What follows belongs to an exercise in optimizing a design on an open flow for small area, a short achievable clock period and few clock cycles per item; a production flow would make more cautious choices.
Only simulation tests tie the RTL to the original design; equivalence was not proved.

$ cat flow/config.mk
export PLATFORM = sky130hd
export DESIGN_NAME = geofence
export DESIGN_NICKNAME = geofence
export VERILOG_FILES = /design/flow/design.v
export SDC_FILE = /design/flow/constraint.sdc
export NUM_CORES = 4
export LEC_CHECK = 0
export ABC_CLOCK_PERIOD_IN_PS = 4000
export CAP_MARGIN = 20
export CORE_MARGIN = 2
export CORE_UTILIZATION = 40
export SETUP_SLACK_MARGIN = 5
export SLEW_MARGIN = 20
export SYNTH_HIERARCHICAL = 1
$ cat flow/constraint.sdc
create_clock -name core_clock -period 12.0 [get_ports {clk}]
set_input_delay 2.4000 -clock core_clock [delete_from_list [all_inputs] [get_ports {clk}]]
set_output_delay 2.4000 -clock core_clock [all_outputs]
set_load 0.01 [all_outputs]
$ cat flow/design.v
module geofence (clk, reset, X, Y, valid, is_inside);
input clk;
input reset;
input [9:0] X;
input [9:0] Y;
output valid;
output is_inside;
reg  [3:0] cnt;       
reg  [9:0] px, py;
reg  [9:0] dmx, dmy, rmx, rmy, lmx, lmy;    
reg        dsx, dsy, rsx, rsy, lsx, lsy;    
reg        in_flag;
wire [10:0] ex = {1'b0, X} - {1'b0, px};
wire [10:0] ey = {1'b0, Y} - {1'b0, py};
wire [9:0]  fx = px - X;
wire [9:0]  fy = py - Y;
wire        nx = ex[10], ny = ey[10];
wire        zx = (X == px), zy = (Y == py);
always @(posedge clk) begin
    dmx <= nx ? fx : ex[9:0];
    dmy <= ny ? fy : ey[9:0];
    dsx <= nx | (zx & ny);
    dsy <= ny | (zy & ~nx);
end
wire tie = ~dsy;
wire pa, ql;
cross_pos u_a (.usx(rsx), .umx(rmx), .usy(rsy), .umy(rmy),
               .wsx(dsx), .wmx(dmx), .wsy(dsy), .wmy(dmy), .tie(tie), .pos(pa));
cross_pos u_b (.usx(lsx), .umx(lmx), .usy(lsy), .umy(lmy),
               .wsx(dsx), .wmx(dmx), .wsy(dsy), .wmy(dmy), .tie(tie), .pos(ql));
wire pb = ~ql;        
always @(posedge clk or posedge reset) begin
    if (reset)            cnt <= 4'd0;
    else if (cnt[3])      cnt <= 4'd0;
    else                  cnt <= cnt + 4'd1;
end
wire first = (cnt == 4'd2);
always @(posedge clk) begin
    if (cnt == 4'd0) begin
        px <= X;
        py <= Y;
    end
    if (first || (!pa && pb)) begin
        rmx <= dmx; rsx <= dsx; rmy <= dmy; rsy <= dsy;
    end
    if (first || (pa && !pb)) begin
        lmx <= dmx; lsx <= dsx; lmy <= dmy; lsy <= dsy;
    end
    if (first)                          in_flag <= 1'b0;
    else if (!pa && !pb)               in_flag <= 1'b1;
end
assign valid = cnt[3];
assign is_inside = in_flag;
endmodule
module cross_pos (usx, umx, usy, umy, wsx, wmx, wsy, wmy, tie, pos);
input usx, usy, wsx, wsy, tie;
input [9:0] umx, umy, wmx, wmy;
output pos;
wire sa = usx ^ wsy;    
wire sb = usy ^ wsx;    
wire t = tie ^ sa;      
wire ge;                
wire p1;
wire n2;
wire p3;
wire n4;
wire p5;
wire n6;
wire p7;
wire n8;
wire p9;
wire n10;
wire p11;
wire n12;
wire p13;
wire n14;
wire p15;
wire n16;
wire p17;
wire n18;
wire p19;
wire n20;
wire p21;
wire n22;
wire p23;
wire n24;
wire p25;
wire n26;
wire p27;
wire n28;
wire p29;
wire n30;
wire p31;
wire n32;
wire p33;
wire n34;
wire p35;
wire n36;
wire p37;
wire n38;
wire p39;
wire n40;
wire p41;
wire n42;
wire p43;
wire n44;
wire p45;
wire n46;
wire p47;
wire n48;
wire p49;
wire n50;
wire p51;
wire n52;
wire p53;
wire n54;
wire p55;
wire n56;
wire p57;
wire n58;
wire p59;
wire n60;
wire p61;
wire n62;
wire p63;
wire n64;
wire p65;
wire n66;
wire p67;
wire n68;
wire p69;
wire n70;
wire p71;
wire n72;
wire p73;
wire n74;
wire p75;
wire n76;
wire p77;
wire n78;
wire p79;
wire n80;
wire p81;
wire n82;
wire p83;
wire n84;
wire p85;
wire n86;
wire p87;
wire n88;
wire p89;
wire n90;
wire p91;
wire n92;
wire p93;
wire n94;
wire p95;
wire n96;
wire p97;
wire n98;
wire p99;
wire n100;
wire p101;
wire n102;
wire p103;
wire n104;
wire p105;
wire n106;
wire p107;
wire n108;
wire p109;
wire n110;
wire p111;
wire n112;
wire p113;
wire n114;
wire p115;
wire n116;
wire p117;
wire n118;
wire p119;
wire n120;
wire p121;
wire n122;
wire p123;
wire n124;
wire p125;
wire n126;
wire p127;
wire n128;
wire p129;
wire n130;
wire p131;
wire n132;
wire p133;
wire n134;
wire p135;
wire n136;
wire p137;
wire n138;
wire p139;
wire n140;
wire p141;
wire n142;
wire p143;
wire n144;
wire p145;
wire n146;
wire p147;
wire n148;
wire p149;
wire n150;
wire p151;
wire n152;
wire p153;
wire n154;
wire p155;
wire n156;
wire p157;
wire n158;
wire p159;
wire n160;
wire p161;
wire n162;
wire p163;
wire n164;
wire p165;
wire n166;
wire p167;
wire n168;
wire p169;
wire n170;
wire p171;
wire n172;
wire p173;
wire n174;
wire p175;
wire n176;
wire p177;
wire n178;
wire p179;
wire n180;
wire p181;
wire n182;
wire p183;
wire n184;
wire p185;
wire n186;
wire p187;
wire n188;
wire p189;
wire n190;
wire p191;
wire n192;
wire p193;
wire n194;
wire p195;
wire n196;
wire p197;
wire n198;
wire p199;
wire n200;
wire s201;
wire c202;
wire s203;
wire c204;
wire s205;
wire c206;
wire s207;
wire c208;
wire s209;
wire c210;
wire s211;
wire c212;
wire s213;
wire c214;
wire s215;
wire c216;
wire s217;
wire c218;
wire s219;
wire c220;
wire s221;
wire c222;
wire s223;
wire c224;
wire s225;
wire c226;
wire s227;
wire c228;
wire s229;
wire c230;
wire s231;
wire c232;
wire s233;
wire c234;
wire s235;
wire c236;
wire s237;
wire c238;
wire s239;
wire c240;
wire s241;
wire c242;
wire s243;
wire c244;
wire s245;
wire c246;
wire s247;
wire c248;
wire s249;
wire c250;
wire s251;
wire c252;
wire s253;
wire c254;
wire s255;
wire c256;
wire s257;
wire c258;
wire s259;
wire c260;
wire s261;
wire c262;
wire s263;
wire c264;
wire s265;
wire c266;
wire s267;
wire c268;
wire s269;
wire c270;
wire s271;
wire c272;
wire s273;
wire c274;
wire s275;
wire c276;
wire s277;
wire c278;
wire s279;
wire c280;
wire s281;
wire c282;
wire s283;
wire c284;
wire s285;
wire c286;
wire s287;
wire c288;
wire s289;
wire c290;
wire s291;
wire c292;
wire s293;
wire c294;
wire s295;
wire c296;
wire s297;
wire c298;
wire s299;
wire c300;
wire s301;
wire c302;
wire s303;
wire c304;
wire s305;
wire c306;
wire s307;
wire c308;
wire s309;
wire c310;
wire s311;
wire c312;
wire s313;
wire c314;
wire s315;
wire c316;
wire s317;
wire c318;
wire s319;
wire c320;
wire s321;
wire c322;
wire s323;
wire c324;
wire s325;
wire c326;
wire s327;
wire c328;
wire s329;
wire c330;
wire s331;
wire c332;
wire s333;
wire c334;
wire s335;
wire c336;
wire s337;
wire c338;
wire s339;
wire c340;
wire s341;
wire c342;
wire s343;
wire c344;
wire s345;
wire c346;
wire s347;
wire c348;
wire s349;
wire c350;
wire s351;
wire c352;
wire s353;
wire c354;
wire s355;
wire c356;
wire s357;
wire c358;
wire s359;
wire c360;
wire s361;
wire c362;
wire s363;
wire c364;
wire s365;
wire c366;
wire s367;
wire c368;
wire s369;
wire c370;
wire s371;
wire c372;
wire s373;
wire c374;
wire s375;
wire c376;
wire s377;
wire c378;
wire s379;
wire c380;
wire s381;
wire c382;
wire s383;
wire c384;
wire s385;
wire c386;
wire s387;
wire c388;
wire s389;
wire c390;
wire s391;
wire c392;
wire s393;
wire c394;
wire s395;
wire c396;
wire s397;
wire c398;
wire s399;
wire c400;
wire s401;
wire c402;
wire s403;
wire c404;
wire s405;
wire c406;
wire s407;
wire c408;
wire s409;
wire c410;
wire s411;
wire c412;
wire s413;
wire c414;
wire s415;
wire c416;
wire s417;
wire c418;
wire s419;
wire c420;
wire s421;
wire c422;
wire s423;
wire c424;
wire s425;
wire c426;
wire s427;
wire c428;
wire s429;
wire c430;
wire s431;
wire c432;
wire s433;
wire c434;
wire s435;
wire c436;
wire s437;
wire c438;
wire s439;
wire c440;
wire s441;
wire c442;
wire s443;
wire c444;
wire s445;
wire c446;
wire s447;
wire c448;
wire s449;
wire c450;
wire s451;
wire c452;
wire s453;
wire c454;
wire s455;
wire c456;
wire s457;
wire c458;
wire s459;
wire c460;
wire s461;
wire c462;
wire s463;
wire c464;
wire s465;
wire c466;
wire s467;
wire c468;
wire s469;
wire c470;
wire s471;
wire c472;
wire s473;
wire c474;
wire s475;
wire c476;
wire s477;
wire c478;
wire s479;
wire c480;
wire s481;
wire c482;
wire s483;
wire c484;
wire s485;
wire c486;
wire s487;
wire c488;
wire s489;
wire c490;
wire s491;
wire c492;
wire s493;
wire c494;
wire s495;
wire c496;
wire s497;
wire c498;
wire s499;
wire c500;
wire s501;
wire c502;
wire s503;
wire c504;
wire s505;
wire c506;
wire s507;
wire c508;
wire s509;
wire c510;
wire s511;
wire c512;
wire s513;
wire c514;
wire s515;
wire c516;
wire s517;
wire c518;
wire s519;
wire c520;
wire s521;
wire c522;
wire s523;
wire c524;
wire s525;
wire c526;
wire s527;
wire c528;
wire s529;
wire c530;
wire s531;
wire c532;
wire s533;
wire c534;
wire s535;
wire c536;
wire s537;
wire c538;
wire s539;
wire c540;
wire s541;
wire c542;
wire s543;
wire c544;
wire s545;
wire c546;
wire s547;
wire c548;
wire s549;
wire c550;
wire s551;
wire c552;
wire s553;
wire c554;
wire s555;
wire c556;
wire s557;
wire c558;
wire s559;
wire c560;
wire s561;
wire c562;
wire s563;
wire c564;
wire s565;
wire c566;
wire g567;
wire q568;
wire g569;
wire q570;
wire g571;
wire q572;
wire g573;
wire q574;
wire g575;
wire q576;
wire g577;
wire q578;
wire g579;
wire q580;
wire g581;
wire q582;
wire g583;
wire q584;
wire g585;
wire q586;
wire g587;
wire q588;
wire g589;
wire q590;
wire g591;
wire q592;
wire g593;
wire q594;
wire g595;
wire q596;
wire g597;
wire q598;
wire g599;
wire q600;
wire g601;
wire q602;
wire g603;
wire q604;
wire g605;
wire q606;
wire g607;
wire q608;
wire g609;
wire q610;
wire g611;
wire q612;
wire g613;
wire q614;
wire g615;
wire q616;
wire g617;
wire q618;
wire g619;
wire q620;
wire g621;
wire q622;
wire g623;
wire q624;
wire g625;
wire q626;
wire g627;
wire q628;
wire g629;
wire q630;
wire g631;
wire q632;
wire g633;
wire q634;
wire g635;
wire q636;
wire g637;
wire q638;
wire g639;
wire q640;
wire g641;
wire q642;
wire g643;
wire q644;
wire g645;
wire q646;
assign p1 = umx[0] & wmy[0];
assign n2 = ~(umy[0] & wmx[0]);
assign p3 = umx[0] & wmy[1];
assign n4 = ~(umy[0] & wmx[1]);
assign p5 = umx[0] & wmy[2];
assign n6 = ~(umy[0] & wmx[2]);
assign p7 = umx[0] & wmy[3];
assign n8 = ~(umy[0] & wmx[3]);
assign p9 = umx[0] & wmy[4];
assign n10 = ~(umy[0] & wmx[4]);
assign p11 = umx[0] & wmy[5];
assign n12 = ~(umy[0] & wmx[5]);
assign p13 = umx[0] & wmy[6];
assign n14 = ~(umy[0] & wmx[6]);
assign p15 = umx[0] & wmy[7];
assign n16 = ~(umy[0] & wmx[7]);
assign p17 = umx[0] & wmy[8];
assign n18 = ~(umy[0] & wmx[8]);
assign p19 = umx[0] & wmy[9];
assign n20 = ~(umy[0] & wmx[9]);
assign p21 = umx[1] & wmy[0];
assign n22 = ~(umy[1] & wmx[0]);
assign p23 = umx[1] & wmy[1];
assign n24 = ~(umy[1] & wmx[1]);
assign p25 = umx[1] & wmy[2];
assign n26 = ~(umy[1] & wmx[2]);
assign p27 = umx[1] & wmy[3];
assign n28 = ~(umy[1] & wmx[3]);
assign p29 = umx[1] & wmy[4];
assign n30 = ~(umy[1] & wmx[4]);
assign p31 = umx[1] & wmy[5];
assign n32 = ~(umy[1] & wmx[5]);
assign p33 = umx[1] & wmy[6];
assign n34 = ~(umy[1] & wmx[6]);
assign p35 = umx[1] & wmy[7];
assign n36 = ~(umy[1] & wmx[7]);
assign p37 = umx[1] & wmy[8];
assign n38 = ~(umy[1] & wmx[8]);
assign p39 = umx[1] & wmy[9];
assign n40 = ~(umy[1] & wmx[9]);
assign p41 = umx[2] & wmy[0];
assign n42 = ~(umy[2] & wmx[0]);
assign p43 = umx[2] & wmy[1];
assign n44 = ~(umy[2] & wmx[1]);
assign p45 = umx[2] & wmy[2];
assign n46 = ~(umy[2] & wmx[2]);
assign p47 = umx[2] & wmy[3];
assign n48 = ~(umy[2] & wmx[3]);
assign p49 = umx[2] & wmy[4];
assign n50 = ~(umy[2] & wmx[4]);
assign p51 = umx[2] & wmy[5];
assign n52 = ~(umy[2] & wmx[5]);
assign p53 = umx[2] & wmy[6];
assign n54 = ~(umy[2] & wmx[6]);
assign p55 = umx[2] & wmy[7];
assign n56 = ~(umy[2] & wmx[7]);
assign p57 = umx[2] & wmy[8];
assign n58 = ~(umy[2] & wmx[8]);
assign p59 = umx[2] & wmy[9];
assign n60 = ~(umy[2] & wmx[9]);
assign p61 = umx[3] & wmy[0];
assign n62 = ~(umy[3] & wmx[0]);
assign p63 = umx[3] & wmy[1];
assign n64 = ~(umy[3] & wmx[1]);
assign p65 = umx[3] & wmy[2];
assign n66 = ~(umy[3] & wmx[2]);
assign p67 = umx[3] & wmy[3];
assign n68 = ~(umy[3] & wmx[3]);
assign p69 = umx[3] & wmy[4];
assign n70 = ~(umy[3] & wmx[4]);
assign p71 = umx[3] & wmy[5];
assign n72 = ~(umy[3] & wmx[5]);
assign p73 = umx[3] & wmy[6];
assign n74 = ~(umy[3] & wmx[6]);
assign p75 = umx[3] & wmy[7];
assign n76 = ~(umy[3] & wmx[7]);
assign p77 = umx[3] & wmy[8];
assign n78 = ~(umy[3] & wmx[8]);
assign p79 = umx[3] & wmy[9];
assign n80 = ~(umy[3] & wmx[9]);
assign p81 = umx[4] & wmy[0];
assign n82 = ~(umy[4] & wmx[0]);
assign p83 = umx[4] & wmy[1];
assign n84 = ~(umy[4] & wmx[1]);
assign p85 = umx[4] & wmy[2];
assign n86 = ~(umy[4] & wmx[2]);
assign p87 = umx[4] & wmy[3];
assign n88 = ~(umy[4] & wmx[3]);
assign p89 = umx[4] & wmy[4];
assign n90 = ~(umy[4] & wmx[4]);
assign p91 = umx[4] & wmy[5];
assign n92 = ~(umy[4] & wmx[5]);
assign p93 = umx[4] & wmy[6];
assign n94 = ~(umy[4] & wmx[6]);
assign p95 = umx[4] & wmy[7];
assign n96 = ~(umy[4] & wmx[7]);
assign p97 = umx[4] & wmy[8];
assign n98 = ~(umy[4] & wmx[8]);
assign p99 = umx[4] & wmy[9];
assign n100 = ~(umy[4] & wmx[9]);
assign p101 = umx[5] & wmy[0];
assign n102 = ~(umy[5] & wmx[0]);
assign p103 = umx[5] & wmy[1];
assign n104 = ~(umy[5] & wmx[1]);
assign p105 = umx[5] & wmy[2];
assign n106 = ~(umy[5] & wmx[2]);
assign p107 = umx[5] & wmy[3];
assign n108 = ~(umy[5] & wmx[3]);
assign p109 = umx[5] & wmy[4];
assign n110 = ~(umy[5] & wmx[4]);
assign p111 = umx[5] & wmy[5];
assign n112 = ~(umy[5] & wmx[5]);
assign p113 = umx[5] & wmy[6];
assign n114 = ~(umy[5] & wmx[6]);
assign p115 = umx[5] & wmy[7];
assign n116 = ~(umy[5] & wmx[7]);
assign p117 = umx[5] & wmy[8];
assign n118 = ~(umy[5] & wmx[8]);
assign p119 = umx[5] & wmy[9];
assign n120 = ~(umy[5] & wmx[9]);
assign p121 = umx[6] & wmy[0];
assign n122 = ~(umy[6] & wmx[0]);
assign p123 = umx[6] & wmy[1];
assign n124 = ~(umy[6] & wmx[1]);
assign p125 = umx[6] & wmy[2];
assign n126 = ~(umy[6] & wmx[2]);
assign p127 = umx[6] & wmy[3];
assign n128 = ~(umy[6] & wmx[3]);
assign p129 = umx[6] & wmy[4];
assign n130 = ~(umy[6] & wmx[4]);
assign p131 = umx[6] & wmy[5];
assign n132 = ~(umy[6] & wmx[5]);
assign p133 = umx[6] & wmy[6];
assign n134 = ~(umy[6] & wmx[6]);
assign p135 = umx[6] & wmy[7];
assign n136 = ~(umy[6] & wmx[7]);
assign p137 = umx[6] & wmy[8];
assign n138 = ~(umy[6] & wmx[8]);
assign p139 = umx[6] & wmy[9];
assign n140 = ~(umy[6] & wmx[9]);
assign p141 = umx[7] & wmy[0];
assign n142 = ~(umy[7] & wmx[0]);
assign p143 = umx[7] & wmy[1];
assign n144 = ~(umy[7] & wmx[1]);
assign p145 = umx[7] & wmy[2];
assign n146 = ~(umy[7] & wmx[2]);
assign p147 = umx[7] & wmy[3];
assign n148 = ~(umy[7] & wmx[3]);
assign p149 = umx[7] & wmy[4];
assign n150 = ~(umy[7] & wmx[4]);
assign p151 = umx[7] & wmy[5];
assign n152 = ~(umy[7] & wmx[5]);
assign p153 = umx[7] & wmy[6];
assign n154 = ~(umy[7] & wmx[6]);
assign p155 = umx[7] & wmy[7];
assign n156 = ~(umy[7] & wmx[7]);
assign p157 = umx[7] & wmy[8];
assign n158 = ~(umy[7] & wmx[8]);
assign p159 = umx[7] & wmy[9];
assign n160 = ~(umy[7] & wmx[9]);
assign p161 = umx[8] & wmy[0];
assign n162 = ~(umy[8] & wmx[0]);
assign p163 = umx[8] & wmy[1];
assign n164 = ~(umy[8] & wmx[1]);
assign p165 = umx[8] & wmy[2];
assign n166 = ~(umy[8] & wmx[2]);
assign p167 = umx[8] & wmy[3];
assign n168 = ~(umy[8] & wmx[3]);
assign p169 = umx[8] & wmy[4];
assign n170 = ~(umy[8] & wmx[4]);
assign p171 = umx[8] & wmy[5];
assign n172 = ~(umy[8] & wmx[5]);
assign p173 = umx[8] & wmy[6];
assign n174 = ~(umy[8] & wmx[6]);
assign p175 = umx[8] & wmy[7];
assign n176 = ~(umy[8] & wmx[7]);
assign p177 = umx[8] & wmy[8];
assign n178 = ~(umy[8] & wmx[8]);
assign p179 = umx[8] & wmy[9];
assign n180 = ~(umy[8] & wmx[9]);
assign p181 = umx[9] & wmy[0];
assign n182 = ~(umy[9] & wmx[0]);
assign p183 = umx[9] & wmy[1];
assign n184 = ~(umy[9] & wmx[1]);
assign p185 = umx[9] & wmy[2];
assign n186 = ~(umy[9] & wmx[2]);
assign p187 = umx[9] & wmy[3];
assign n188 = ~(umy[9] & wmx[3]);
assign p189 = umx[9] & wmy[4];
assign n190 = ~(umy[9] & wmx[4]);
assign p191 = umx[9] & wmy[5];
assign n192 = ~(umy[9] & wmx[5]);
assign p193 = umx[9] & wmy[6];
assign n194 = ~(umy[9] & wmx[6]);
assign p195 = umx[9] & wmy[7];
assign n196 = ~(umy[9] & wmx[7]);
assign p197 = umx[9] & wmy[8];
assign n198 = ~(umy[9] & wmx[8]);
assign p199 = umx[9] & wmy[9];
assign n200 = ~(umy[9] & wmx[9]);
fa_cell us201 (.a(1'b1), .b(n110), .c(n128), .s(s201), .co(c202));
assign s203 = 1'b1 ^ n112;
assign c204 = 1'b1 & n112;
fa_cell us205 (.a(1'b1), .b(n104), .c(n122), .s(s205), .co(c206));
fa_cell us207 (.a(1'b1), .b(n106), .c(n124), .s(s207), .co(c208));
fa_cell us209 (.a(n142), .b(n16), .c(n34), .s(s209), .co(c210));
assign s211 = n52 ^ n70;
assign c212 = n52 & n70;
fa_cell us213 (.a(1'b1), .b(n108), .c(n126), .s(s213), .co(c214));
fa_cell us215 (.a(n144), .b(n162), .c(n18), .s(s215), .co(c216));
fa_cell us217 (.a(n36), .b(n54), .c(n72), .s(s217), .co(c218));
fa_cell us219 (.a(n90), .b(p107), .c(p125), .s(s219), .co(c220));
assign s221 = p143 ^ p161;
assign c222 = p143 & p161;
fa_cell us223 (.a(n146), .b(n164), .c(n182), .s(s223), .co(c224));
fa_cell us225 (.a(n20), .b(n38), .c(n56), .s(s225), .co(c226));
fa_cell us227 (.a(n74), .b(n92), .c(p109), .s(s227), .co(c228));
fa_cell us229 (.a(p127), .b(p145), .c(p163), .s(s229), .co(c230));
fa_cell us231 (.a(p181), .b(p19), .c(p37), .s(s231), .co(c232));
assign s233 = p55 ^ p73;
assign c234 = p55 & p73;
fa_cell us235 (.a(n130), .b(n148), .c(n166), .s(s235), .co(c236));
fa_cell us237 (.a(n184), .b(n40), .c(n58), .s(s237), .co(c238));
fa_cell us239 (.a(n76), .b(n94), .c(p111), .s(s239), .co(c240));
fa_cell us241 (.a(p129), .b(p147), .c(p165), .s(s241), .co(c242));
fa_cell us243 (.a(p183), .b(p39), .c(p57), .s(s243), .co(c244));
fa_cell us245 (.a(p75), .b(p93), .c(s203), .s(s245), .co(c246));
fa_cell us247 (.a(n114), .b(n132), .c(n150), .s(s247), .co(c248));
fa_cell us249 (.a(n168), .b(n186), .c(n60), .s(s249), .co(c250));
fa_cell us251 (.a(n78), .b(n96), .c(p113), .s(s251), .co(c252));
fa_cell us253 (.a(p131), .b(p149), .c(p167), .s(s253), .co(c254));
fa_cell us255 (.a(p185), .b(p59), .c(p77), .s(s255), .co(c256));
fa_cell us257 (.a(n116), .b(n134), .c(n152), .s(s257), .co(c258));
fa_cell us259 (.a(n170), .b(n188), .c(n80), .s(s259), .co(c260));
fa_cell us261 (.a(n98), .b(p115), .c(p133), .s(s261), .co(c262));
fa_cell us263 (.a(n100), .b(n118), .c(n136), .s(s263), .co(c264));
fa_cell us265 (.a(1'b1), .b(n10), .c(n28), .s(s265), .co(c266));
fa_cell us267 (.a(1'b1), .b(n102), .c(n12), .s(s267), .co(c268));
fa_cell us269 (.a(n30), .b(n48), .c(n66), .s(s269), .co(c270));
assign s271 = n84 ^ p101;
assign c272 = n84 & p101;
fa_cell us273 (.a(n14), .b(n32), .c(n50), .s(s273), .co(c274));
fa_cell us275 (.a(n68), .b(n86), .c(p103), .s(s275), .co(c276));
fa_cell us277 (.a(p121), .b(p13), .c(p31), .s(s277), .co(c278));
assign s279 = p49 ^ p67;
assign c280 = p49 & p67;
fa_cell us281 (.a(n88), .b(p105), .c(p123), .s(s281), .co(c282));
fa_cell us283 (.a(p141), .b(p15), .c(p33), .s(s283), .co(c284));
fa_cell us285 (.a(p51), .b(p69), .c(p87), .s(s285), .co(c286));
fa_cell us287 (.a(s211), .b(c206), .c(s207), .s(s287), .co(c288));
fa_cell us289 (.a(p17), .b(p35), .c(p53), .s(s289), .co(c290));
fa_cell us291 (.a(p71), .b(p89), .c(c212), .s(s291), .co(c292));
fa_cell us293 (.a(s221), .b(c208), .c(c210), .s(s293), .co(c294));
fa_cell us295 (.a(s213), .b(s215), .c(s217), .s(s295), .co(c296));
fa_cell us297 (.a(p91), .b(c222), .c(s233), .s(s297), .co(c298));
fa_cell us299 (.a(c214), .b(c216), .c(c218), .s(s299), .co(c300));
fa_cell us301 (.a(c220), .b(s201), .c(s223), .s(s301), .co(c302));
fa_cell us303 (.a(s225), .b(s227), .c(s229), .s(s303), .co(c304));
fa_cell us305 (.a(c234), .b(c202), .c(c224), .s(s305), .co(c306));
fa_cell us307 (.a(c226), .b(c228), .c(c230), .s(s307), .co(c308));
fa_cell us309 (.a(c232), .b(s235), .c(s237), .s(s309), .co(c310));
fa_cell us311 (.a(s239), .b(s241), .c(s243), .s(s311), .co(c312));
fa_cell us313 (.a(p95), .b(c204), .c(c236), .s(s313), .co(c314));
fa_cell us315 (.a(c238), .b(c240), .c(c242), .s(s315), .co(c316));
fa_cell us317 (.a(c244), .b(s247), .c(s249), .s(s317), .co(c318));
fa_cell us319 (.a(s251), .b(s253), .c(s255), .s(s319), .co(c320));
fa_cell us321 (.a(p151), .b(p169), .c(p187), .s(s321), .co(c322));
fa_cell us323 (.a(p79), .b(p97), .c(c248), .s(s323), .co(c324));
fa_cell us325 (.a(c250), .b(c252), .c(c254), .s(s325), .co(c326));
fa_cell us327 (.a(c256), .b(s257), .c(s259), .s(s327), .co(c328));
fa_cell us329 (.a(n154), .b(n172), .c(n190), .s(s329), .co(c330));
fa_cell us331 (.a(p117), .b(p135), .c(p153), .s(s331), .co(c332));
fa_cell us333 (.a(p171), .b(p189), .c(p99), .s(s333), .co(c334));
fa_cell us335 (.a(c258), .b(c260), .c(c262), .s(s335), .co(c336));
fa_cell us337 (.a(n120), .b(n138), .c(n156), .s(s337), .co(c338));
fa_cell us339 (.a(n174), .b(n192), .c(p119), .s(s339), .co(c340));
fa_cell us341 (.a(p137), .b(p155), .c(p173), .s(s341), .co(c342));
fa_cell us343 (.a(n140), .b(n158), .c(n176), .s(s343), .co(c344));
assign s345 = 1'b1 ^ n24;
assign c346 = 1'b1 & n24;
fa_cell us347 (.a(1'b1), .b(n26), .c(n44), .s(s347), .co(c348));
fa_cell us349 (.a(n62), .b(n8), .c(p25), .s(s349), .co(c350));
fa_cell us351 (.a(n46), .b(n64), .c(n82), .s(s351), .co(c352));
fa_cell us353 (.a(p27), .b(p45), .c(p63), .s(s353), .co(c354));
assign s355 = p81 ^ p9;
assign c356 = p81 & p9;
fa_cell us357 (.a(p11), .b(p29), .c(p47), .s(s357), .co(c358));
fa_cell us359 (.a(p65), .b(p83), .c(s271), .s(s359), .co(c360));
fa_cell us361 (.a(c266), .b(s267), .c(s269), .s(s361), .co(c362));
fa_cell us363 (.a(p85), .b(c272), .c(s279), .s(s363), .co(c364));
fa_cell us365 (.a(c268), .b(c270), .c(s205), .s(s365), .co(c366));
fa_cell us367 (.a(s273), .b(s275), .c(s277), .s(s367), .co(c368));
fa_cell us369 (.a(c280), .b(c274), .c(c276), .s(s369), .co(c370));
fa_cell us371 (.a(c278), .b(s209), .c(s281), .s(s371), .co(c372));
fa_cell us373 (.a(s283), .b(s285), .c(s287), .s(s373), .co(c374));
fa_cell us375 (.a(c282), .b(c284), .c(c286), .s(s375), .co(c376));
fa_cell us377 (.a(s219), .b(s289), .c(s291), .s(s377), .co(c378));
fa_cell us379 (.a(c288), .b(s293), .c(s295), .s(s379), .co(c380));
fa_cell us381 (.a(c290), .b(s231), .c(c292), .s(s381), .co(c382));
fa_cell us383 (.a(s297), .b(c294), .c(c296), .s(s383), .co(c384));
fa_cell us385 (.a(s299), .b(s301), .c(s303), .s(s385), .co(c386));
fa_cell us387 (.a(c298), .b(s245), .c(c300), .s(s387), .co(c388));
fa_cell us389 (.a(c302), .b(c304), .c(s305), .s(s389), .co(c390));
fa_cell us391 (.a(s307), .b(s309), .c(s311), .s(s391), .co(c392));
fa_cell us393 (.a(c246), .b(c306), .c(c308), .s(s393), .co(c394));
fa_cell us395 (.a(c310), .b(c312), .c(s313), .s(s395), .co(c396));
fa_cell us397 (.a(s315), .b(s317), .c(s319), .s(s397), .co(c398));
fa_cell us399 (.a(s261), .b(s321), .c(c314), .s(s399), .co(c400));
fa_cell us401 (.a(c316), .b(c318), .c(c320), .s(s401), .co(c402));
fa_cell us403 (.a(s323), .b(s325), .c(s327), .s(s403), .co(c404));
fa_cell us405 (.a(c322), .b(s263), .c(s329), .s(s405), .co(c406));
fa_cell us407 (.a(s331), .b(s333), .c(c324), .s(s407), .co(c408));
fa_cell us409 (.a(c326), .b(c328), .c(s335), .s(s409), .co(c410));
fa_cell us411 (.a(p191), .b(c264), .c(c330), .s(s411), .co(c412));
fa_cell us413 (.a(c332), .b(c334), .c(s337), .s(s413), .co(c414));
fa_cell us415 (.a(s339), .b(s341), .c(c336), .s(s415), .co(c416));
fa_cell us417 (.a(n194), .b(p139), .c(p157), .s(s417), .co(c418));
fa_cell us419 (.a(p175), .b(p193), .c(c338), .s(s419), .co(c420));
fa_cell us421 (.a(c340), .b(c342), .c(s343), .s(s421), .co(c422));
fa_cell us423 (.a(n160), .b(n178), .c(n196), .s(s423), .co(c424));
fa_cell us425 (.a(p159), .b(p177), .c(p195), .s(s425), .co(c426));
assign s427 = 1'b1 ^ n22;
assign c428 = 1'b1 & n22;
fa_cell us429 (.a(n42), .b(n6), .c(p23), .s(s429), .co(c430));
assign s431 = p41 ^ p5;
assign c432 = p41 & p5;
fa_cell us433 (.a(p43), .b(p61), .c(p7), .s(s433), .co(c434));
fa_cell us435 (.a(c346), .b(s347), .c(s349), .s(s435), .co(c436));
fa_cell us437 (.a(s355), .b(c348), .c(c350), .s(s437), .co(c438));
fa_cell us439 (.a(s265), .b(s351), .c(s353), .s(s439), .co(c440));
fa_cell us441 (.a(c356), .b(c352), .c(c354), .s(s441), .co(c442));
fa_cell us443 (.a(s357), .b(s359), .c(s361), .s(s443), .co(c444));
fa_cell us445 (.a(c358), .b(c360), .c(s363), .s(s445), .co(c446));
fa_cell us447 (.a(c362), .b(s365), .c(s367), .s(s447), .co(c448));
fa_cell us449 (.a(c364), .b(c366), .c(c368), .s(s449), .co(c450));
fa_cell us451 (.a(s369), .b(s371), .c(s373), .s(s451), .co(c452));
fa_cell us453 (.a(c370), .b(c372), .c(s375), .s(s453), .co(c454));
fa_cell us455 (.a(s377), .b(c374), .c(s379), .s(s455), .co(c456));
fa_cell us457 (.a(c376), .b(c378), .c(s381), .s(s457), .co(c458));
fa_cell us459 (.a(c380), .b(s383), .c(s385), .s(s459), .co(c460));
fa_cell us461 (.a(c382), .b(c384), .c(s387), .s(s461), .co(c462));
fa_cell us463 (.a(c386), .b(s389), .c(s391), .s(s463), .co(c464));
fa_cell us465 (.a(c388), .b(c390), .c(s393), .s(s465), .co(c466));
fa_cell us467 (.a(c392), .b(s395), .c(s397), .s(s467), .co(c468));
fa_cell us469 (.a(c394), .b(c396), .c(s399), .s(s469), .co(c470));
fa_cell us471 (.a(c398), .b(s401), .c(s403), .s(s471), .co(c472));
fa_cell us473 (.a(s405), .b(c400), .c(c402), .s(s473), .co(c474));
fa_cell us475 (.a(s407), .b(c404), .c(s409), .s(s475), .co(c476));
fa_cell us477 (.a(c406), .b(s411), .c(s413), .s(s477), .co(c478));
fa_cell us479 (.a(c408), .b(c410), .c(s415), .s(s479), .co(c480));
fa_cell us481 (.a(s417), .b(c412), .c(c414), .s(s481), .co(c482));
fa_cell us483 (.a(s419), .b(s421), .c(c416), .s(s483), .co(c484));
fa_cell us485 (.a(c344), .b(c418), .c(s423), .s(s485), .co(c486));
fa_cell us487 (.a(s425), .b(c420), .c(c422), .s(s487), .co(c488));
fa_cell us489 (.a(n180), .b(n198), .c(p179), .s(s489), .co(c490));
fa_cell us491 (.a(p197), .b(c424), .c(c426), .s(s491), .co(c492));
assign s493 = n4 ^ p21;
assign c494 = n4 & p21;
fa_cell us495 (.a(c428), .b(s345), .c(s431), .s(s495), .co(c496));
fa_cell us497 (.a(c432), .b(c430), .c(s433), .s(s497), .co(c498));
fa_cell us499 (.a(c434), .b(c436), .c(s437), .s(s499), .co(c500));
fa_cell us501 (.a(c438), .b(c440), .c(s441), .s(s501), .co(c502));
fa_cell us503 (.a(c442), .b(s445), .c(c444), .s(s503), .co(c504));
fa_cell us505 (.a(c446), .b(c448), .c(s449), .s(s505), .co(c506));
fa_cell us507 (.a(c450), .b(s453), .c(c452), .s(s507), .co(c508));
fa_cell us509 (.a(c454), .b(s457), .c(c456), .s(s509), .co(c510));
fa_cell us511 (.a(c458), .b(s461), .c(c460), .s(s511), .co(c512));
fa_cell us513 (.a(c462), .b(s465), .c(c464), .s(s513), .co(c514));
fa_cell us515 (.a(c466), .b(s469), .c(c468), .s(s515), .co(c516));
fa_cell us517 (.a(c470), .b(s473), .c(c472), .s(s517), .co(c518));
fa_cell us519 (.a(s477), .b(c474), .c(c476), .s(s519), .co(c520));
fa_cell us521 (.a(c478), .b(s481), .c(s483), .s(s521), .co(c522));
fa_cell us523 (.a(s485), .b(c482), .c(s487), .s(s523), .co(c524));
fa_cell us525 (.a(s489), .b(c486), .c(s491), .s(s525), .co(c526));
fa_cell us527 (.a(n200), .b(p199), .c(c490), .s(s527), .co(c528));
assign s529 = n2 ^ p1;
assign c530 = n2 & p1;
fa_cell us531 (.a(p3), .b(s427), .c(s493), .s(s531), .co(c532));
fa_cell us533 (.a(c494), .b(s429), .c(s495), .s(s533), .co(c534));
fa_cell us535 (.a(c496), .b(s435), .c(s497), .s(s535), .co(c536));
fa_cell us537 (.a(c498), .b(s439), .c(s499), .s(s537), .co(c538));
fa_cell us539 (.a(c500), .b(s501), .c(s443), .s(s539), .co(c540));
fa_cell us541 (.a(c502), .b(s447), .c(s503), .s(s541), .co(c542));
fa_cell us543 (.a(c504), .b(s505), .c(s451), .s(s543), .co(c544));
fa_cell us545 (.a(c506), .b(s455), .c(s507), .s(s545), .co(c546));
fa_cell us547 (.a(s459), .b(c508), .c(s509), .s(s547), .co(c548));
fa_cell us549 (.a(s463), .b(c510), .c(s511), .s(s549), .co(c550));
fa_cell us551 (.a(s467), .b(c512), .c(s513), .s(s551), .co(c552));
fa_cell us553 (.a(s471), .b(c514), .c(s515), .s(s553), .co(c554));
fa_cell us555 (.a(s475), .b(c516), .c(s517), .s(s555), .co(c556));
fa_cell us557 (.a(s479), .b(s519), .c(c518), .s(s557), .co(c558));
fa_cell us559 (.a(c480), .b(s521), .c(c520), .s(s559), .co(c560));
fa_cell us561 (.a(c484), .b(s523), .c(c522), .s(s561), .co(c562));
fa_cell us563 (.a(c488), .b(s525), .c(c524), .s(s563), .co(c564));
fa_cell us565 (.a(c492), .b(s527), .c(c526), .s(s565), .co(c566));
assign g567 = s529 & t;
assign q568 = s529 | t;
assign g569 = c530 & s531;
assign q570 = c530 | s531;
assign g571 = c532 & s533;
assign q572 = c532 | s533;
assign g573 = c534 & s535;
assign q574 = c534 | s535;
assign g575 = c536 & s537;
assign q576 = c536 | s537;
assign g577 = c538 & s539;
assign q578 = c538 | s539;
assign g579 = c540 & s541;
assign q580 = c540 | s541;
assign g581 = c542 & s543;
assign q582 = c542 | s543;
assign g583 = c544 & s545;
assign q584 = c544 | s545;
assign g585 = c546 & s547;
assign q586 = c546 | s547;
assign g587 = c548 & s549;
assign q588 = c548 | s549;
assign g589 = c550 & s551;
assign q590 = c550 | s551;
assign g591 = c552 & s553;
assign q592 = c552 | s553;
assign g593 = c554 & s555;
assign q594 = c554 | s555;
assign g595 = c556 & s557;
assign q596 = c556 | s557;
assign g597 = s559 & c558;
assign q598 = s559 | c558;
assign g599 = s561 & c560;
assign q600 = s561 | c560;
assign g601 = s563 & c562;
assign q602 = s563 | c562;
assign g603 = s565 & c564;
assign q604 = s565 | c564;
assign g605 = c528 & c566;
assign q606 = c528 | c566;
assign g607 = g569 | (q570 & g567);
assign q608 = q570 & q568;
assign g609 = g573 | (q574 & g571);
assign q610 = q574 & q572;
assign g611 = g577 | (q578 & g575);
assign q612 = q578 & q576;
assign g613 = g581 | (q582 & g579);
assign q614 = q582 & q580;
assign g615 = g585 | (q586 & g583);
assign q616 = q586 & q584;
assign g617 = g589 | (q590 & g587);
assign q618 = q590 & q588;
assign g619 = g593 | (q594 & g591);
assign q620 = q594 & q592;
assign g621 = g597 | (q598 & g595);
assign q622 = q598 & q596;
assign g623 = g601 | (q602 & g599);
assign q624 = q602 & q600;
assign g625 = g605 | (q606 & g603);
assign q626 = q606 & q604;
assign g627 = g609 | (q610 & g607);
assign q628 = q610 & q608;
assign g629 = g613 | (q614 & g611);
assign q630 = q614 & q612;
assign g631 = g617 | (q618 & g615);
assign q632 = q618 & q616;
assign g633 = g621 | (q622 & g619);
assign q634 = q622 & q620;
assign g635 = g625 | (q626 & g623);
assign q636 = q626 & q624;
assign g637 = g629 | (q630 & g627);
assign q638 = q630 & q628;
assign g639 = g633 | (q634 & g631);
assign q640 = q634 & q632;
assign g641 = 1'b0 | (1'b1 & g635);
assign q642 = 1'b1 & q636;
assign g643 = g639 | (q640 & g637);
assign q644 = q640 & q638;
assign g645 = g641 | (q642 & g643);
assign q646 = q642 & q644;
assign ge = ~(g645 ^ 1'b1);
assign pos = (sa ^ sb) ? ~sa : (ge ^ sa);
endmodule
module fa_cell (a, b, c, s, co);
input a, b, c;
output s, co;
assign s = a ^ b ^ c;
assign co = (a & b) | (a & c) | (b & c);
endmodule
$ cat flow/run.sh
#!/bin/bash
# synth_recipe.tcl (not shown) runs the flow's synth.tcl, then flattens the netlist and writes it again
# the make line also repeats each setting of config.mk as NAME=value (left out here)
make -C /OpenROAD-flow-scripts/flow DESIGN_CONFIG=/design/flow/config.mk WORK_HOME=/design/flow/orfs CLKGATE_MAP_FILE= SYNTH_SCRIPT=/design/flow/synth_recipe.tcl finish
==> run notes, run 1 <==
hold_ws 0.4630 ns; total gr overflow 0; Post-DP Area 14960 µm²; first-pass GRT wire length 58.19 mm; drt initial violations 624; Final HPWL DP 25.97 mm; setup violators final 0; Ys Warns 7; Mapped Cells 1253; Resized cells post-CTS 0; most used cell, CP fa_1; Synth area leader fa_1; Clock Tree Root clkbuf_16; full die area 37080 µm²; status no timing/DRC/antenna violations; max-cap viol count 0; Yosys top cell area share 48.70%; # H-tree levels 3; final setup TNS 0 ns; CTS tree done; Die Wd 192.6 µm; netlist area before placement 14220 µm²; worst clock skew 0.01961 ns; Clock Path Buffers 2; via count 9213; sequential area share after synthesis 17.45%; max incr delay on CP 1.05 ns; Clock Sinks 91; total CTS buffers 9; Final Max Tran Viols 0; part of the cycle the worst path needs 53.72%; CTS Hold Bufs 0; FP Rows 69; largest net degree at the start of global routing 23; routed len/inst 19.93 µm; Post-synth EDFFs 64; Initial Utilization 40.28%; final wirelength 34.45 mm; max_slew headroom 25.95%; Final Wtd Congestion 0.8472; initial antenna violation count 0; share of cells above drive strength 1 2.920%; Req. time, crit path 11.97 ns; Die Ht 192.6 µm; vias in the first global route 10730; final core occ 43.35%; critical path type reg2reg; Final Hold Vio Count 0; critical path fanouts, max 22; Layout area overhead 7.636%; met1 Track Usage GR 27.86%; endpoint kind of the worst setup timing path register; Slew @ Worst Pin 1.109 ns; layer with the highest usage met2; CP max stage cell dfxtp_1; # Post-CTS Setup Buffers 0; most frequent cell after synthesis fa_1; Min Clock Period, post-route 6.446 ns; Startpoint Class register; fillers 3323; Buffers on Ports 23; multi-input combinational cell area 11370 µm²; Post-synth top flop edfxtp_1; Global Route Usage Sum 20.58%; FFs w/ async S/R, synth 4.396%; Avg Inst Size Synth 11.35 µm²; CP cell instances nand2_1 -> fa_1 -> fa_1 -> fa_1 -> fa_1 -> fa_1 -> fa_1 -> o2111ai_1 -> o21ai_0 -> o21ai_0 -> a21oi_1 -> a211oi_2 -> mux2_1 -> a21o_1; drt drc 0; Yosys reg bits 91; Netlist cell types 53; top-level I/O count 24; Hold Crit Class reg2reg; worst path arrival time 6.41 ns; Detailed Routing Iterations Pass 1 5; top cells by count, synth 346 x fa_1, 209 x nand2_1, 203 x and2_1, 64 x edfxtp_1, 59 x ha_1; Max Clk Rate 0.1551 GHz; worst-skew pair later-pin latency 0.36 ns; Detail Route Antenna Nets 0; CTS clk-pin slew, worst paths 0.07 ns; M2 GR Usage 34.88%; core region area 35310 µm²; register area 2482 µm²; leading post-synthesis cells by cell area fa_1 49%, edfxtp_1 14%, and2_1 8.9%; GR Util met3 3.728%; vias per cell 5.332; # diodes 0; Final Cell Area 15310 µm²; Final nets 1689; unrepaired setup endpoints after global routing no
## logic make-up after synthesis
group	count (synthesis)	share of synthesized area (%)
mux	18	1.284
compound gates	139	6.510
simple gates	469	16.41
flops	91	17.45
buf+inv	106	2.982
xor+xnor	23	1.416
other cells	2	0.05280
fa+ha+maj	405	53.89
## placed cells by master (no fill, tap or decap), types with 23 or more instances in the layout
cell type / n
nand2_1: 209
edfxtp_1: 64
clkdlybuf4s50_1: 23
inv_1: 57
a21oi_1: 33
dfxtp_1: 23
and2_1: 203
fa_1: 346
ha_1: 59
nor2_1: 29
## critical path: cells and delay by family, from the launching register on
kind            cells  cell delay (ns)
fa+ha+maj           6             2.97
mux                 1             0.24
compound gates      6             1.59
flops               1             1.05
simple gates        1             0.19
## Yosys stat by module, one instance, submodules excluded
| module | cells | flip-flops and latches |
|---|---|---|
| geofence | 343 | 91 |
| cross_pos | 284 | 0 |
| fa_cell | 1 | 0 |
## metrics by stage
| step | setup slack [ns] | std cells |
|---|---|---|
| 5_1_grt | 5.184 | 1728 |
| 3_5_place_dp | 5.328 | 1711 |
| 3_3_place_gp | 5.432 | 1711 |
| 2_1_floorplan | 5.916 | 1265 |
| 4_1_cts | 5.314 | 1727 |
| 6_report | 5.554 | 1728 |
## layout make-up
| type | count | share of cell area [%] |
|---|---|---|
| Sequential cell | 91 | 16.22 |
| Clock inverter | 7 | 0.7601 |
| Clock buffer | 9 | 1.471 |
| Multi-Input combinational cell | 1068 | 74.27 |
| Inverter | 57 | 1.398 |
| Tap cell | 461 | 3.768 |
| Timing Repair Buffer | 35 | 2.117 |
## worst paths after layout
check / from / endpoint / slack, ns / cells past startpoint
setup reg to reg: dmx[4] / lmx[1] / 5.55 / 14
setup / recovery: dmx[4] / lmx[1] / 5.55 / 14
hold / removal: cnt[0] / cnt[0] / 0.46 / 1
hold reg to reg: cnt[0] / cnt[0] / 0.46 / 1
min in group asynchronous: reset / cnt[3] / 2.23 / 2
max in group asynchronous: reset / cnt[1] / 9.63 / 2
## sequential cells by signal (all words and copies together), names as in the netlist, 4 cells and up
signal / flops
dmy: 10
py: 10
cnt: 4
rmy: 10
lmy: 10
dmx: 10
px: 10
lmx: 10
rmx: 10
## routing by layer
metal | share of wire (%) | routed length (µm) | vias to the layer above
met3 | 5.2 | 1804 | 36
li1 | - | - | 4042
met2 | 50 | 17120 | 271
met5 | 0 | 0 | -
met4 | 1.5 | 510 | 0
met1 | 44 | 15010 | 4864
Testbench counts, summed over its fixed seeds: cycles 10,800, objects 1,200.
==> run 2: changes to the inputs <==
==> flow/flow/run.sh (new file) <==
#!/bin/bash
set -euo pipefail
bash standard.sh SETUP_SLACK_MARGIN=7 finish > standard.log 2>&1
==> flow/standard.sh (new file) <==
#!/bin/bash
# synth_recipe.tcl (not shown) runs the flow's synth.tcl, then flattens the netlist and writes it again
# the make line also repeats each setting of config.mk as NAME=value (left out here)
make -C /OpenROAD-flow-scripts/flow DESIGN_CONFIG=/design/flow/config.mk WORK_HOME=/design/flow/orfs CLKGATE_MAP_FILE= SYNTH_SCRIPT=/design/flow/synth_recipe.tcl "${@:-finish}"
--- a/flow/config.mk
+++ b/flow/config.mk
@@ -10,5 +10,4 @@
 export CORE_MARGIN = 2
 export CORE_UTILIZATION = 40
-export SETUP_SLACK_MARGIN = 5
 export SLEW_MARGIN = 20
 export SYNTH_HIERARCHICAL = 1
removed: flow/run.sh
==> run 2 against run 1 <==
Sequential cell count did not move. Global-route usage rose by 1.4 points. Wire length rose by 11%. Worst hold slack improved by 0.0012 ns. Via count rose by 7.1%.
==> run notes, run 2 <==
netlist area before placement 14220 µm² (unchanged); Detail Route Antenna Nets 0 (unchanged); core region area 35310 µm² (unchanged); vias in the first global route 11080 (+3.3%); vias per cell 5.428 (+1.8%); Final nets 1778 (+5.3%); Hold Crit Class reg2reg; via count 9868 (+7.1%); setup violators final 0 (unchanged); Yosys top cell area share 48.70% (unchanged); max_slew headroom 51.48% (+26 points); Hold EP cnt[0]; CTS tree done; routed len/inst 21.11 µm (+5.9%); critical path type reg2reg; Worst setup startpoint lmx[5]; Max Clk Rate 0.1815 GHz (+17%); Ys Warns 7 (unchanged); final setup TNS 0 ns (unchanged); largest net degree at the start of global routing 23 (unchanged); initial antenna violation count 2 (+2); Startpoint Class register; Post-synth EDFFs 64 (unchanged); drt drc 0 (unchanged); total CTS buffers 9 (unchanged); Layout area overhead 14.74%; FP Rows 69 (unchanged); drt initial violations 874 (+40%); FFs w/ async S/R, synth 4.396% (unchanged); CTS Hold Bufs 0 (unchanged); endpoint kind of the worst setup timing path register; unrepaired setup endpoints after global routing yes; most used cell, CP fa_1; Die Wd 192.6 µm (unchanged); Netlist cell types 53 (unchanged); final wirelength 38.37 mm (+11%); most frequent cells in the layout 325 x fa_1, 209 x nand2_1, 190 x and2_1, 72 x buf_4, 64 x edfxtp_1; pre-CTS setup slack 5.693 ns (+0.3652 ns); Final Hold Vio Count 0 (unchanged); Req. time, crit path 12.04 ns (+0.07 ns); top cells by count, synth 346 x fa_1, 209 x nand2_1, 203 x and2_1, 64 x edfxtp_1, 59 x ha_1; FF-to-FF End rmy[6]; Clock Path Buffers 2 (unchanged); most frequent cell after synthesis fa_1; Yosys reg bits 91 (unchanged); worst-skew pair later-pin latency 0.34 ns (-0.02 ns); hold depth 1 (unchanged); critical path fanouts, max 11 (-50%); Initial Utilization 40.28% (unchanged); Clock Sinks 91 (unchanged); fillers 3233 (-2.7%); Detailed Routing Iterations Pass 1 5 (unchanged); Final Wtd Congestion 0.8575 (+1.2%); R2R setup slack 6.49 ns (+0.94 ns); Buf/Inv on CP 1 (+1); top-level I/O count 24 (unchanged); sequential area share after synthesis 17.45% (unchanged); Final HPWL DP 26.12 mm (+0.60%); Min Clock Period, post-route 5.509 ns (-0.9370 ns); part of the cycle the worst path needs 45.91% (-7.8 points); Post-synth top flop edfxtp_1; most common cell after layout, fill and taps aside fa_1; Synth area leader fa_1; Slew @ Worst Pin 0.7246 ns (-0.3846 ns); Mapped Cells 1253 (unchanged); CTS clk-pin slew, worst paths 0.07 ns (about the same); Final Max Tran Viols 0 (unchanged); # H-tree levels 3 (unchanged); Avg Inst Size Synth 11.35 µm² (unchanged); max-cap viol count 0 (unchanged); first-pass GRT wire length 61.22 mm (+5.2%); status no timing/DRC/antenna violations; Die Ht 192.6 µm (unchanged); final worst slack 6.491 ns (+0.9370 ns); Clock Tree Root clkbuf_16; full die area 37080 µm² (unchanged); cell family with most CP delay adder cells; FF-to-FF path depth 15 (+1); total gr overflow 0 (unchanged); reg-to-reg startpoint lmx[5]; Buffers on Ports 23 (unchanged); max incr delay on CP 0.57 ns (-0.48 ns); Global Route Usage Sum 21.94% (+1.4 points); CP cell instances and2_4 -> fa_1 -> fa_1 -> fa_1 -> fa_2 -> fa_1 -> fa_2 -> o22ai_1 -> nor2_1 -> a31oi_1 -> a21oi_1 -> a211oi_2 -> mux2_4 -> o21bai_4 -> buf_12; leading post-synthesis cells by cell area fa_1 49%, edfxtp_1 14%, and2_1 8.9%; worst path arrival time 5.55 ns (-0.86 ns); CP max stage cell fa_1; share of cells above drive strength 1 12.98% (+10 points); hold path start cnt[0]; worst clock skew 0.01183 ns (-0.007782 ns)
-- run 2: final cells by class --
class	instances	area (µm²)	area share [%]
Antenna cell	1	2.502	0.01533
Timing Repair Buffer	121	1149	7.038
Clock buffer	9	225.2	1.380
Inverter	57	214.0	1.311
Tap cell	461	576.8	3.534
Multi-Input combinational cell	1071	11540	70.71
Sequential cell	91	2520	15.44
Clock inverter	7	92.59	0.5674
-- run 2: cells by family after synthesis --
kind of cell	synth area share, %
other cells	0.05280
fa+ha+maj	53.89
flops	17.45
simple gates	16.41
xor+xnor	1.416
buf+inv	2.982
mux	1.284
compound gates	6.510
-- run 2: modules after synthesis, one instance, submodules excluded --
module	copies in the design	cells inside	cell area [µm²]
fa_cell	342	1	20.02
cross_pos	2	284	1518
geofence	1	343	4340
-- run 2: worst max path at each step --
stage,end,slack (ns),cells after the start
2_1_floorplan,rmx[0],6.80,14
3_3_place_gp,rmx[9],5.78,14
3_5_place_dp,rmy[8],5.69,14
4_1_cts,rmy[5],6.53,15
5_1_grt,rmy[6],6.34,15
6_report,rmy[6],6.49,15
-- run 2: metal layers --
metal / global-route usage (%) / share of wire [%]
met2: 36.61 / 48
met4: 6.459 / 3.5
met3: 4.037 / 7.2
met5: 0 / 0
met1: 29.26 / 41
-- run 2: repair_timing --
item,CTS,global route
gates resized for setup,35,12
setup endpoints to repair,48,55
pin swaps,13,9
setup buffers,73,14
gates cloned,3,0
-- run 2: per-stage QoR --
stage               util [%]  cells  instance area (µm²)  hold WS (ns)
detailed placement     42.60   1711                15040        0.4592
global placement       42.60   1711                15040        0.4497
floorplan                  -   1265                14470        0.4322
finish                 46.22   1818                16320        0.4642
CTS                    45.65   1803                16120        0.4682
global route           46.21   1817                16320        0.4901
==> run 3: changes to the inputs <==
==> flow/flow/run.sh (replaced) <==
#!/bin/bash
set -euo pipefail
bash standard.sh SETUP_SLACK_MARGIN=6.5 finish > standard.log 2>&1
==> run 3 against run 2 <==
Clock-buffer cell count unchanged. Sequential cell count stayed put. Register-to-register slack improved by 0.05 ns. Die area unchanged.
==> run notes, run 3 <==
worst path arrival time 5.52 ns (-0.03 ns); Detail Route Antenna Nets 0 (unchanged); Final nets 1787 (+0.51%); status no timing/DRC/antenna violations; Post-synth top flop edfxtp_1; Die Ht 192.6 µm (unchanged); top-level I/O count 24 (unchanged); Netlist cell types 53 (unchanged); Startpoint Class register; Layout area overhead 14.58%; setup violators final 0 (unchanged); Detailed Routing Iterations Pass 1 7 (+2); critical path fanouts, max 11 (unchanged); Clock Tree Root clkbuf_16; Post-synth EDFFs 64 (unchanged); max_slew headroom 11.99% (-39 points); final setup TNS 0 ns (unchanged); xor-xnor portion of the synthesized cell area 1.416% (unchanged); # H-tree levels 3 (unchanged); Ys Warns 7 (unchanged); full die area 37080 µm² (unchanged); Clock Sinks 91 (unchanged); worst-skew pair later-pin latency 0.35 ns (about the same); most used cell, CP fa_1; vias per cell 5.364 (-1.2%); post-synthesis mux area share 1.284% (unchanged); Synth area leader fa_1; max-cap viol count 0 (unchanged); core region area 35310 µm² (unchanged); complex-gate fraction of the synthesized area 6.510% (unchanged); most frequent cell after synthesis fa_1; routed len/inst 20.47 µm (-3.0%); Worst setup startpoint lmx[9]; Buffers on Ports 23 (unchanged); Avg Inst Size Synth 11.35 µm² (unchanged); CTS clk-pin slew, worst paths 0.07 ns (about the same); critical path depth in cells 15 (unchanged); part of the cycle the worst path needs 45.46% (-0.45 points); fin cells 1826 (+0.44%); Req. time, crit path 12.07 ns (+0.03 ns); Final Max Tran Viols 0 (unchanged); max incr delay on CP 0.59 ns (+0.02 ns); top cells by count, synth 346 x fa_1, 209 x nand2_1, 203 x and2_1, 64 x edfxtp_1, 59 x ha_1; first-pass GRT wire length 58.32 mm (-4.7%); final wirelength 37.38 mm (-2.6%); unrepaired setup endpoints after global routing yes; most common cell after layout, fill and taps aside fa_1; drt drc 0 (unchanged); FP Rows 69 (unchanged); netlist area before placement 14220 µm² (unchanged); vias in the first global route 10740 (-3.1%); drt initial violations 706 (-19%); FF-to-FF End rmx[2]; placed insts 1712 (+0.058%); reg-to-reg startpoint lmx[9]; Final HPWL DP 26.22 mm (+0.35%); Yosys reg bits 91 (unchanged); # diodes 0 (-1); CP max stage cell fa_1; total CTS buffers 9 (unchanged); Clock Path Buffers 2 (unchanged); via count 9794 (-0.75%); R2R setup slack 6.54 ns (+0.05 ns); end point of the critical path rmx[2]; endpoint kind of the worst setup timing path register; Mapped Cells 1253 (unchanged); Final Wtd Congestion 0.8189 (-4.5%); Die Wd 192.6 µm (unchanged); CTS tree done; largest family of logic cells by synthesized area adder cells; largest net degree at the start of global routing 23 (unchanged); CTS Hold Bufs 0 (unchanged); Initial Utilization 40.28% (unchanged); CP cell instances and2_1 -> fa_1 -> fa_1 -> fa_1 -> fa_2 -> fa_1 -> fa_2 -> o22ai_1 -> nor2_1 -> a31oi_1 -> a21oi_1 -> a211oi_2 -> mux2_4 -> o21bai_4 -> buf_12; sequential area share after synthesis 17.45% (unchanged); initial antenna violation count 1 (-1); worst clock skew 0.01096 ns (-0.0008713 ns); FFs w/ async S/R, synth 4.396% (unchanged); Max Clk Rate 0.1833 GHz (+0.99%); cell family with most CP delay adder cells; Global Route Usage Sum 20.82% (-1.1 points); Post-Synth Simple-Gate Area 16.41% (unchanged); leading post-synthesis cells by cell area fa_1 49%, edfxtp_1 14%, and2_1 8.9%; Slew @ Worst Pin 1.317 ns (+0.5927 ns); FF-to-FF path depth 15 (unchanged); most frequent cells in the layout 327 x fa_1, 209 x nand2_1, 190 x and2_1, 87 x buf_4, 64 x edfxtp_1; critical path type reg2reg; Synth Area in Adders 53.89% (unchanged); total gr overflow 0 (unchanged); Yosys top cell area share 48.70% (unchanged); share of cells above drive strength 1 13.33% (+0.35 points); Final Hold Vio Count 0 (unchanged); fillers 3221 (-0.37%); Min Clock Period, post-route 5.455 ns (-0.05417 ns); Hold Crit Class reg2reg; Buf/Inv on CP 1 (unchanged); final core occ 46.15% (-0.067 points)
run 3: logic make-up (layout without fill, tap and decap cells):
family                   count (synthesis)  in the layout
other                                    2             14
multiplexers                            18             18
adder cells (fa/ha/maj)                405            405
buffers and inverters                  106            204
flip-flops                              91             91
AO/OA/AOI/OAI                          139            141
XOR/XNOR                                23             23
AND/OR/NAND/NOR                        469            469
run 3: per-layer routing:
metal	vias to the layer above	routed length, µm	track usage, %
li1	4243	-	-
met1	5042	15420	28.30
met2	438	18410	35.20
met3	69	2642	2.746
met4	2	892	5.578
met5	-	13	0
run 3: worst min path at each step:
stage,slack [ns],to,startpoint,cells past startpoint
2_1_floorplan,0.43,cnt[0],cnt[0],1
3_3_place_gp,0.45,cnt[0],cnt[0],1
3_5_place_dp,0.45,cnt[0],cnt[0],1
4_1_cts,0.46,cnt[0],cnt[0],1
5_1_grt,0.48,cnt[0],cnt[0],1
6_report,0.46,cnt[0],cnt[0],1
run 3: modules after synthesis, one instance, submodules excluded:
module	area, µm²	cells inside	copies in the design	flops+latches
geofence	4340	343	1	91
cross_pos	1518	284	2	0
fa_cell	20.02	1	342	0
run 3: final cells by class:
| class | instances | area [µm²] | area share (%) |
|---|---|---|---|
| Sequential cell | 91 | 2516 | 15.44 |
| Clock buffer | 9 | 225.2 | 1.382 |
| Multi-Input combinational cell | 1070 | 11520 | 70.68 |
| Tap cell | 461 | 576.8 | 3.540 |
| Inverter | 57 | 214.0 | 1.313 |
| Clock inverter | 7 | 65.06 | 0.3993 |
| Timing Repair Buffer | 131 | 1180 | 7.240 |
run 3: timing repair:
item                                    CTS  global route
cloned                                    1             1
setup buffers                            79            17
endpoints found under the setup margin   45            45
pin swaps                                12            14
resized for setup                        47            32
run 3: through the flow:
| step | instance area [µm²] | setup WS [ns] | hold WS (ns) |
|---|---|---|---|
| after detailed placement | 14970 | 5.677 | 0.4536 |
| after floorplan | 14280 | 6.576 | 0.4322 |
| after CTS | 16050 | 6.496 | 0.4626 |
| after global placement | 14970 | 5.742 | 0.4491 |
| final | 16300 | 6.545 | 0.4628 |
| after global routing | 16300 | 6.420 | 0.4803 |
==> run 4: changes to the inputs <==
==> flow/flow/run.sh (replaced) <==
#!/bin/bash
set -euo pipefail
bash standard.sh SETUP_SLACK_MARGIN=6 finish > standard.log 2>&1
--- a/flow/config.mk
+++ b/flow/config.mk
@@ -9,5 +9,5 @@
 export CAP_MARGIN = 20
 export CORE_MARGIN = 2
-export CORE_UTILIZATION = 40
+export CORE_UTILIZATION = 60
 export SLEW_MARGIN = 20
 export SYNTH_HIERARCHICAL = 1
==> run 4 against run 3 <==
Worst setup slack got worse by 0.30 ns. Design area fell by 7.0%. Via count fell by 4.2%. First-iteration DRC count fell by 0.71%. Global-route usage rose by 9.6 points. Clock-buffer cell count rose by 2. Largest cell class unchanged. Highest routed layer is now met4.
==> run notes, run 4 <==
Max Clk Rate 0.1738 GHz (-5.2%); Avg Inst Size Synth 11.35 µm² (unchanged); CTS Hold Bufs 0 (unchanged); unrepaired setup endpoints after global routing no; fin cells 1588 (-13%); most frequent cells in the layout 346 x fa_1, 209 x nand2_1, 203 x and2_1, 64 x edfxtp_1, 59 x ha_1; via count 9386 (-4.2%); worst-skew pair later-pin latency 0.35 ns (about the same); Clock Tree Root clkbuf_16; endpoint kind of the worst setup timing path register; Layout area overhead 6.607%; vias in the first global route 10320 (-3.9%); Hold Crit Class reg2reg; top-level I/O count 24 (unchanged); vias per cell 5.911 (+10%); sequential area share after synthesis 17.45% (unchanged); max-cap viol count 0 (unchanged); worst clock skew 0.009235 ns (-0.001726 ns); final wirelength 35.33 mm (-5.5%); Min Clock Period, post-route 5.753 ns (+0.2978 ns); Synth area leader fa_1; Global Route Usage Sum 30.45% (+9.6 points); Netlist cell types 53 (unchanged); Post-synth EDFFs 64 (unchanged); Startpoint Class register; largest net degree at the start of global routing 23 (unchanged); status no timing/DRC/antenna violations; # H-tree levels 3 (unchanged); placed insts 1569 (-8.4%); final setup TNS 0 ns (unchanged); part of the cycle the worst path needs 47.94% (+2.5 points); Initial Utilization 60.77% (+20 points); full die area 24950 µm² (-33%); share of cells above drive strength 1 3.940% (-9.4 points); routed len/inst 22.25 µm (+8.7%); Mapped Cells 1253 (unchanged); leading post-synthesis cells by cell area fa_1 49%, edfxtp_1 14%, and2_1 8.9%; FP Rows 56 (-19%); core region area 23400 µm² (-34%); total gr overflow 0 (unchanged); Clock Path Buffers 2 (unchanged); drt initial violations 701 (-0.71%); most common cell after layout, fill and taps aside fa_1; total CTS buffers 9 (unchanged); hold depth 1 (unchanged); Buffers on Ports 23 (unchanged); Die Wd 158.0 µm (-18%); Final Hold Vio Count 0 (unchanged); netlist area before placement 14220 µm² (unchanged); most frequent cell after synthesis fa_1; drt drc 0 (unchanged); top cells by count, synth 346 x fa_1, 209 x nand2_1, 203 x and2_1, 64 x edfxtp_1, 59 x ha_1; critical path fanouts, max 11 (unchanged); Clock Sinks 91 (unchanged); Final Wtd Congestion 0.8878 (+8.4%); critical path type reg2reg; Ys Warns 7 (unchanged); Req. time, crit path 12.06 ns (about the same); pre-CTS setup slack 5.319 ns (-0.3580 ns); FF-to-FF path depth 15 (unchanged); Yosys reg bits 91 (unchanged); Final nets 1691 (-5.4%); initial antenna violation count 0 (-1); FFs w/ async S/R, synth 4.396% (unchanged); Post-synth top flop edfxtp_1; Detailed Routing Iterations Pass 1 5 (-2); CTS tree done; CTS clk-pin slew, worst paths 0.07 ns (about the same); # diodes 0 (unchanged); Detail Route Antenna Nets 0 (unchanged); first-pass GRT wire length 56.45 mm (-3.2%); final worst slack 6.247 ns (-0.2978 ns); Final HPWL DP 25.74 mm (-1.8%); setup violators final 0 (unchanged); Final Max Tran Viols 0 (unchanged); Die Ht 158.0 µm (-18%); max_slew headroom 33.79% (+22 points); Slew @ Worst Pin 0.9914 ns (-0.3260 ns); Yosys top cell area share 48.70% (unchanged); worst path arrival time 5.82 ns (+0.30 ns)
[run 4: cell counts after synthesis]
No cell type changed its count.
[run 4: worst paths after layout]
kind,from,to,slack [ns]
worst min register to register,cnt[0],cnt[0],0.47
worst max-delay path,rmx[6],rmx[5],6.25
worst max register to register,rmx[6],rmx[5],6.25
worst min-delay path,cnt[0],cnt[0],0.47
max in group asynchronous,reset,cnt[1],9.61
min in group asynchronous,reset,cnt[0],2.24
[run 4: per-layer routing]
metal  vias up  global-route usage (%)  part of all wire [%]
met2       322                   50.91                    50
met3        64                   5.174                   5.7
met1      4952                   42.10                    42
li1       4048                       -                     -
met4         0                   7.508                   2.2
met5         -                       0                     0
[run 4: cell type report]
cell class,instances,area [µm²]
multi-input cells,1069,11400
clock buffers,11,232.7
inverters,57,214.0
clock inverters,5,42.54
repair buffers,36,356.6
well taps,319,399.1
flip-flops and latches,91,2514
fillers,1931,8240
[run 4: modules after synthesis, one instance, submodules excluded]
module	flops+latches	times used	cell area, µm²	cells
cross_pos	0	2	1518	284
fa_cell	0	342	20.02	1
geofence	91	1	4340	343
[run 4: stage by stage]
stage                     hold slack [ns]  cell area (µm²)  utilization, %
after detailed placement           0.4601            14780           63.15
final                              0.4702            15160           64.79
after floorplan                    0.4322            14270               -
after global placement             0.4520            14780           63.15
after global routing               0.4921            15160           64.79
after CTS                          0.4686            15090           64.46
[run 4: repair_timing]
action | CTS | global route
buffers inserted | 0 | 2
gates cloned | 1 | 0
endpoints found under the setup margin | 44 | 44
gates resized for setup | 12 | 12
pin swaps | 0 | 2
[run 4: critical path: stages (launching register included)]
cell and delay, ns:
edfxtp_1 0.61, and2_1 0.28, fa_1 0.51, fa_1 0.54, fa_1 0.44, fa_1 0.42, fa_1 0.51, fa_1 0.47
o2111ai_1 0.22, o21ai_0 0.11, o21ai_0 0.17, a21oi_1 0.10, a211oi_2 0.28, mux2_2 0.46, o21bai_4 0.18, buf_12 0.15
[run 4: kinds of logic after synthesis]
kind of cell / Yosys count / share of synthesized area (%)
xor gates and xnor gates: 23 / 1.416
buffers and inverters: 106 / 2.982
DFF: 91 / 17.45
adders and majority gates: 405 / 53.89
AOI/OAI and AO/OA: 139 / 6.510
muxes: 18 / 1.284
and+or+nand+nor: 469 / 16.41
other: 2 / 0.05280

-- what the ideal ports hide --
Ports are ideal in the flow. The routed layouts listed here were re-timed in OpenROAD.
Step 1 (the two cells are an assumption about what drives the block):
set clk [get_ports {clk}]
set_driving_cell -lib_cell sky130_fd_sc_hd__clkbuf_16 $clk
set_driving_cell -lib_cell sky130_fd_sc_hd__buf_2 [delete_from_list [all_inputs] $clk]
Step 2, shift: input delay + t, output delay - t, t = (earliest + latest rising clock arrival at the registers) / 2. This alone moves slack from input paths to output paths.
Three values: ideal, step 1, step 2; two values: the first two.
run	shift t [ns]	setup WS [ns]	worst hold slack (ns)	clock arrival spread, ns	worst register clock-pin slew, ns
run 1	0.394	5.554 / 5.554 / 5.554	0.463 / 0.463 / 0.463	0.020 / 0.019	0.08 / 0.08
run 2	0.373	6.491 / 6.491 / 6.491	0.464 / 0.464 / 0.464	0.012 / 0.012	0.07 / 0.07
run 3	0.382	6.545 / 6.545 / 6.545	0.463 / 0.463 / 0.463	0.011 / 0.011	0.07 / 0.07
run 4	0.388	6.247 / 6.247 / 6.247	0.470 / 0.470 / 0.470	0.010 / 0.009	0.07 / 0.07
After both steps setup and hold are still met in every run listed.
